This design comes from an exercise in tuning for small area and a short achievable clock period on the open sky130 flow, not from production work.
In this exercise RTL edits were held to simulation tests only and were not proved equivalent to the original.

## flow/config.mk

```make
export PLATFORM = sky130hd
export DESIGN_NAME = unified_computing_system
export DESIGN_NICKNAME = unified_computing_system
export VERILOG_FILES = /design/flow/design.v
export SDC_FILE = /design/flow/constraint.sdc
export NUM_CORES = 4
export LEC_CHECK = 0
export CAP_MARGIN = 20
export CORE_MARGIN = 2
export CORE_UTILIZATION = 40
export SLEW_MARGIN = 20
```

## flow/constraint.sdc

```tcl
create_clock -name core_clock -period 26.0 [get_ports {clk}]
set_input_delay 5.2000 -clock core_clock [delete_from_list [all_inputs] [get_ports {clk}]]
set_output_delay 5.2000 -clock core_clock [all_outputs]
set_load 0.01 [all_outputs]
```

## flow/design.v

```verilog
module subtractor_16bits(
    input [15:0] a,
    input [15:0] b,
    input bin,
    output [15:0] diff,
    output bout
);
    assign {bout, diff} = a - b - bin;
endmodule
module adder_16bits(
    input [15:0] a,
    input [15:0] b,
    input cin,
    output [15:0] sum,
    output cout
);
    assign {cout, sum} = a + b + cin;
endmodule
module multiplier_16bits(
    input [15:0] a,
    input [15:0] b,
    output [31:0] product
);
    assign product = a * b;
endmodule
module divider_16bits(
    input [15:0] dividend,
    input [15:0] divisor,
    output [15:0] quotient,
    output [15:0] remainder
);
    assign quotient = dividend / divisor;
    assign remainder = dividend % divisor;
endmodule
module dff_16bit (
    input      [15:0] d,
    input             clk,
    input             rstn,
    input             en,
    output reg [15:0] q
);
    always @(posedge clk) begin
        if (!rstn)
            q <= 16'b0;
        else if (en)
            q <= d;
    end
endmodule
module unified_computing_system (
    input      [15:0] d_a,           
    input      [15:0] d_b,           
    input      [1:0]  op_code,       
    input             clk,
    input             rstn,
    input             en_a,           
    input             en_b,           
    input             en_result,      
    input             cin,            
    input             bin,            
    output reg [31:0] result,         
    output reg [15:0] remainder,      
    output reg        cout,           
    output reg        bout,           
    output reg        overflow_flag,  
    output reg        error_flag      
);
    wire [15:0] q_a;            
    wire [15:0] q_b;            
    wire [15:0] sum_result;
    wire        sum_cout;
    wire [15:0] diff_result;
    wire        diff_bout;
    wire [31:0] product_result;
    wire [15:0] quotient_result;
    wire [15:0] remainder_result;
    reg [31:0] temp_result;
    reg [15:0] temp_remainder;
    reg        temp_cout;
    reg        temp_bout;
    reg        temp_overflow;
    reg        temp_error;
    dff_16bit register_a_inst (
        .d   (d_a),
        .clk (clk),
        .rstn(rstn),
        .en  (en_a),
        .q   (q_a)
    );
    dff_16bit register_b_inst (
        .d   (d_b),
        .clk (clk),
        .rstn(rstn),
        .en  (en_b),
        .q   (q_b)
    );
    adder_16bits adder_inst (
        .a   (q_a),
        .b   (q_b),
        .cin (cin),
        .sum (sum_result),
        .cout(sum_cout)
    );
    subtractor_16bits subtractor_inst (
        .a    (q_a),
        .b    (q_b),
        .bin  (bin),
        .diff (diff_result),
        .bout (diff_bout)
    );
    multiplier_16bits multiplier_inst (
        .a      (q_a),
        .b      (q_b),
        .product(product_result)
    );
    divider_16bits divider_inst (
        .dividend (q_a),
        .divisor  (q_b),
        .quotient (quotient_result),
        .remainder(remainder_result)
    );
    always @(*) begin
        temp_result = 32'b0;
        temp_remainder = 16'b0;
        temp_cout = 1'b0;
        temp_bout = 1'b0;
        temp_overflow = 1'b0;
        temp_error = 1'b0;
        case(op_code)
            2'b00: begin  
                temp_result = {16'b0, sum_result};
                temp_cout = sum_cout;
                if ((q_a[15] == q_b[15]) && (sum_result[15] != q_a[15])) begin
                    temp_overflow = 1'b1;
                end
            end
            2'b01: begin  
                temp_result = {16'b0, diff_result};
                temp_bout = diff_bout;
                if ((q_a[15] != q_b[15]) && (diff_result[15] != q_a[15])) begin
                    temp_overflow = 1'b1;
                end
            end
            2'b10: begin  
                temp_result = product_result;
                if (product_result[31:16] != 16'b0 && 
                    product_result[31:16] != 16'hFFFF) begin
                    temp_overflow = 1'b1;
                end
            end
            2'b11: begin  
                if (q_b == 16'b0) begin  
                    temp_result = 32'b0;
                    temp_error = 1'b1;
                end else begin
                    temp_result = {16'b0, quotient_result};  
                    temp_remainder = remainder_result;
                end
            end
            default: begin
            end
        endcase
    end
    always @(posedge clk) begin
        if (!rstn) begin
            result <= 32'b0;
            remainder <= 16'b0;
            cout <= 1'b0;
            bout <= 1'b0;
            overflow_flag <= 1'b0;
            error_flag <= 1'b0;
        end
        else if (en_result) begin
            result <= temp_result;
            remainder <= temp_remainder;
            cout <= temp_cout;
            bout <= temp_bout;
            overflow_flag <= temp_overflow;
            error_flag <= temp_error;
        end
    end
endmodule
```

## flow/run.sh

```bash
#!/bin/bash
# synth_recipe.tcl (not shown) runs the flow's synth.tcl, then flattens the netlist and writes it again
# the make line also repeats each setting of config.mk as NAME=value (left out here)
make -C /OpenROAD-flow-scripts/flow DESIGN_CONFIG=/design/flow/config.mk WORK_HOME=/design/flow/orfs CLKGATE_MAP_FILE= SYNTH_SCRIPT=/design/flow/synth_recipe.tcl finish
```

==> results.txt <==
-- metrics by stage --
stage | setup TNS [ps] | std cells | setup WS (ps) | hold WS, ps
2_1_floorplan | 0 | 2569 | 29.1 | 484
3_3_place_gp | -2170 | 3425 | -219 | 439
3_5_place_dp | -10970 | 3425 | -730 | 443
4_1_cts | 0 | 3457 | 24.1 | 462
5_1_grt | -8040 | 3525 | -517 | 496
6_report | 0 | 3525 | 490 | 455
-- worst max-delay path, delay by kind of cell, from the launching register on --
kind	cells	cell delay [ps]
simple gates	25	5620
buf+inv	10	1160
flops	1	320
fa+ha+maj	15	3540
compound gates	72	13170
mux	5	1570
-- sequential cells by signal, indices dropped and copies added (netlist names) --
name / flops
error_flag: 1
overflow_flag: 1
register_a_inst.q: 16
register_b_inst.q: 16
cout: 1
bout: 1
result: 32
remainder: 16
-- how the worst max path moves through the flow --
| stage | end | slack (ps) | depth (start not counted) | startpoint |
|---|---|---|---|---|
| after global placement | remainder[10]$_SDFFE_PN0P_ | -220 | 123 | register_b_inst.q[10]$_SDFFE_PN0P_ |
| after CTS | remainder[4]$_SDFFE_PN0P_ | 20 | 128 | register_b_inst.q[10]$_SDFFE_PN0P_ |
| after detailed placement | remainder[10]$_SDFFE_PN0P_ | -730 | 124 | register_b_inst.q[10]$_SDFFE_PN0P_ |
| after floorplan | remainder[6]$_SDFFE_PN0P_ | 30 | 130 | register_b_inst.q[15]$_SDFFE_PN0P_ |
| after global routing | remainder[4]$_SDFFE_PN0P_ | -520 | 129 | register_b_inst.q[14]$_SDFFE_PN0P_ |
| final | remainder[6]$_SDFFE_PN0P_ | 490 | 127 | register_b_inst.q[14]$_SDFFE_PN0P_ |
-- cell type report --
cell class / count / share of cell area
clock inverter: 6 / 0.00183
inverter: 327 / 0.0487
tap: 672 / 0.0332
multi-input combinational: 2060 / 0.719
clock buffer: 10 / 0.00945
sequential: 84 / 0.0665
timing repair buffer: 366 / 0.121
-- synth_stat cells, types with 14 or more instances --
cell type	n	area, µm²
a21boi_0	18	135
a21o_1	49	368
a21oi_1	116	581
a22oi_1	17	128
a31oi_1	22	138
clkbuf_1	92	345
dfxtp_1	84	1680
fa_1	199	3980
ha_1	290	3630
inv_1	321	1200
mux2_2	19	214
mux2i_1	43	430
nand2_1	288	1080
nand2b_1	20	125
nand3_1	35	175
nor2_1	226	848
nor2b_1	70	438
nor3_1	71	355
o211ai_1	21	158
o21a_1	67	503
o21ai_0	102	510
o21bai_1	14	105
o31ai_1	18	135
or3_1	28	175
xnor2_1	75	657
xor2_1	43	377
-- logic make-up (layout without fill, tap and decap cells) --
| logic type | Yosys count | after routing |
|---|---|---|
| AO/OA/AOI/OAI | 577 | 577 |
| AND/OR/NAND/NOR | 812 | 812 |
| buffers and inverters | 425 | 709 |
| flip-flops | 84 | 84 |
| XOR/XNOR | 118 | 118 |
| adder cells (fa/ha/maj) | 489 | 489 |
| multiplexers | 64 | 64 |
-- routing by layer --
layer / vias to the layer above / share of wire / wire length, µm
met5: - / 0 / 0
met4: 0 / 0.047 / 3710
met3: 198 / 0.065 / 5100
met2: 731 / 0.46 / 36100
met1: 10100 / 0.43 / 34100
li1: 9336 / - / -
-- timing repair --
action                     CTS  global route
resized for setup           54           189
gates cloned                 0             3
buffers inserted            16            66
setup endpoints to repair   17            17
pin swaps                   18           111
==> results.sh <==
export IMPL_status="timing/DRC/antenna clean"
export IMPL_synthMuxAreaShare=0.0332
export IMPL_crit_path_max_fanout=7
export IMPL_synth_top_family_by_area="adder cells"
export IMPL_min_period_ps=25510
export IMPL_cp_required_ps=26310
export IMPL_hold_buffers=0
export IMPL_cp_common_cell="o21a_1"
export IMPL_grt_use_met3=0.0415
export IMPL_maxCapViolCount=0
export IMPL_synth_area_per_cell_um2=7.90
export IMPL_max_stage_delay_ps=420
export IMPL_cts_htree_levels=3
export IMPL_grt_max_degree=69
export IMPL_rrSetupSlack_ps=490
export IMPL_synth_fp_nets=3099
export IMPL_gp_congestion=1.01
export IMPL_drt_initial_drc_count=1690
export IMPL_pin_count=93
export IMPL_synth_fa_ha_area_frac=0.375
export IMPL_core_rowCount=82
export IMPL_drive_above_1_share=0.179
export IMPL_dp_hpwl_mm=60.3
export IMPL_arrival_ps=25820
export IMPL_path_clk_slew_ps=80
export IMPL_hold_depth=2
export IMPL_drc=0
export IMPL_mostFrequentLayoutCell="inv_1"
export IMPL_first_pass_iters=8
export IMPL_dieWidth_um=229
export IMPL_synth_edf_count=0
export IMPL_routed_wl_mm=79.0
export IMPL_synthCells=2569
export IMPL_io_buffers=92
export IMPL_holdCritStartpoint="remainder[1]$_SDFFE_PN0P_"
export IMPL_finalHoldViolations=0
export IMPL_timing_rr_start="register_b_inst.q[14]$_SDFFE_PN0P_"
export IMPL_nets=3378
export IMPL_syn_area_mm2=0.0203
export IMPL_via_per_inst=5.77
export IMPL_grt_pass1_vias=20000
export IMPL_nFillCells=4889
export IMPL_synthArstFlopShare=0
export IMPL_r2r_cells=127
export IMPL_met1_usage=0.392
export IMPL_cp_start_kind="flop"
export IMPL_multi_input_area_mm2=0.0182
export IMPL_clock_fmax_ghz=0.0392
export IMPL_fp_dieH_um=229
export IMPL_final_util=0.504
export IMPL_placed_cell_area_mm2=0.0232
export IMPL_setup_violations_final=0
export IMPL_cts_buffers=9
export IMPL_synth_xor_area_frac=0.0509
export IMPL_slew_headroom=0.230
export IMPL_clock_sinks=84
export IMPL_grtUsageTotal=0.294
export IMPL_use_met2=0.482
export IMPL_synth_compound_area_share=0.194
export IMPL_core_area_mm2=0.0502
export IMPL_synth_flop_cell="dfxtp_1"
export IMPL_grt_first_pass_wirelength_mm=118
export IMPL_regArea_mm2=0.00168
export IMPL_path_class="flop to flop"
export IMPL_antenna_cells=0
export IMPL_holdPathEnd="remainder[1]$_SDFFE_PN0P_"
export IMPL_fin_skew_ps=25.6
export IMPL_slowest_stage="or3b_4"
export IMPL_wl_per_cell_um=22.4
export IMPL_grt_overflow_total=0
export IMPL_reg2reg_to="remainder[6]$_SDFFE_PN0P_"
export IMPL_antenna_left=0
export IMPL_synth_seq_cells=84
export IMPL_antenna_found_initial=0
export IMPL_dieArea_mm2=0.0526
export IMPL_finalMaxSlewViolations=0
export IMPL_synthSimpleGateAreaFrac=0.185
export IMPL_rsz0062_at_grt="true"
export IMPL_clock_tree_buffer_depth=2
export IMPL_clock_latency_ps=420
export IMPL_min_path_type="flop to flop"
export IMPL_ys_warn_count=2
export IMPL_layout_common_cells="inv_1 (316), nand2_1 (280), ha_1 (267)"
export IMPL_final_area_mm2=0.0253
export IMPL_cts_tree="built"
export IMPL_top_usage_layer="met2"
export IMPL_endpoint_kind="flop"
export IMPL_syn_to_final_growth_pct=24.6
export IMPL_ys_seq_area_frac=0.0828
export IMPL_tightest_slew_ps=1150
export IMPL_fin_crit_sh=0.981
export IMPL_initial_core_util=0.405
export IMPL_ys_types=83
export IMPL_num_vias=20300
export IMPL_cts_root_buf="clkbuf_16"

## port drivers added, routing unchanged
No port has a modelled driver above. Below, the same layout with a new extraction and two added sets of constraints.
Step 1 (the two cells are an assumption about what drives the block):
set clk [get_ports {clk}]
set_driving_cell -lib_cell sky130_fd_sc_hd__clkbuf_16 $clk
set_driving_cell -lib_cell sky130_fd_sc_hd__buf_2 [delete_from_list [all_inputs] $clk]
Step 2 times the ports against the registers' clock, not the clock port: input delays grow and output delays shrink by t, the midpoint of the rising clock arrivals with the driver on.
a / b / c = no drivers / after step 1 / after step 2; a / b = the first two.
shift t [ns]: 0.454
slack for setup (ns): 0.490 / 0.490 / 0.490
worst slew at a driven data input, ns: 0.06
After both steps this run still meets setup and hold. The setup slack of this run moves by 0.000 ns with the drivers and by 0.000 ns with both steps.
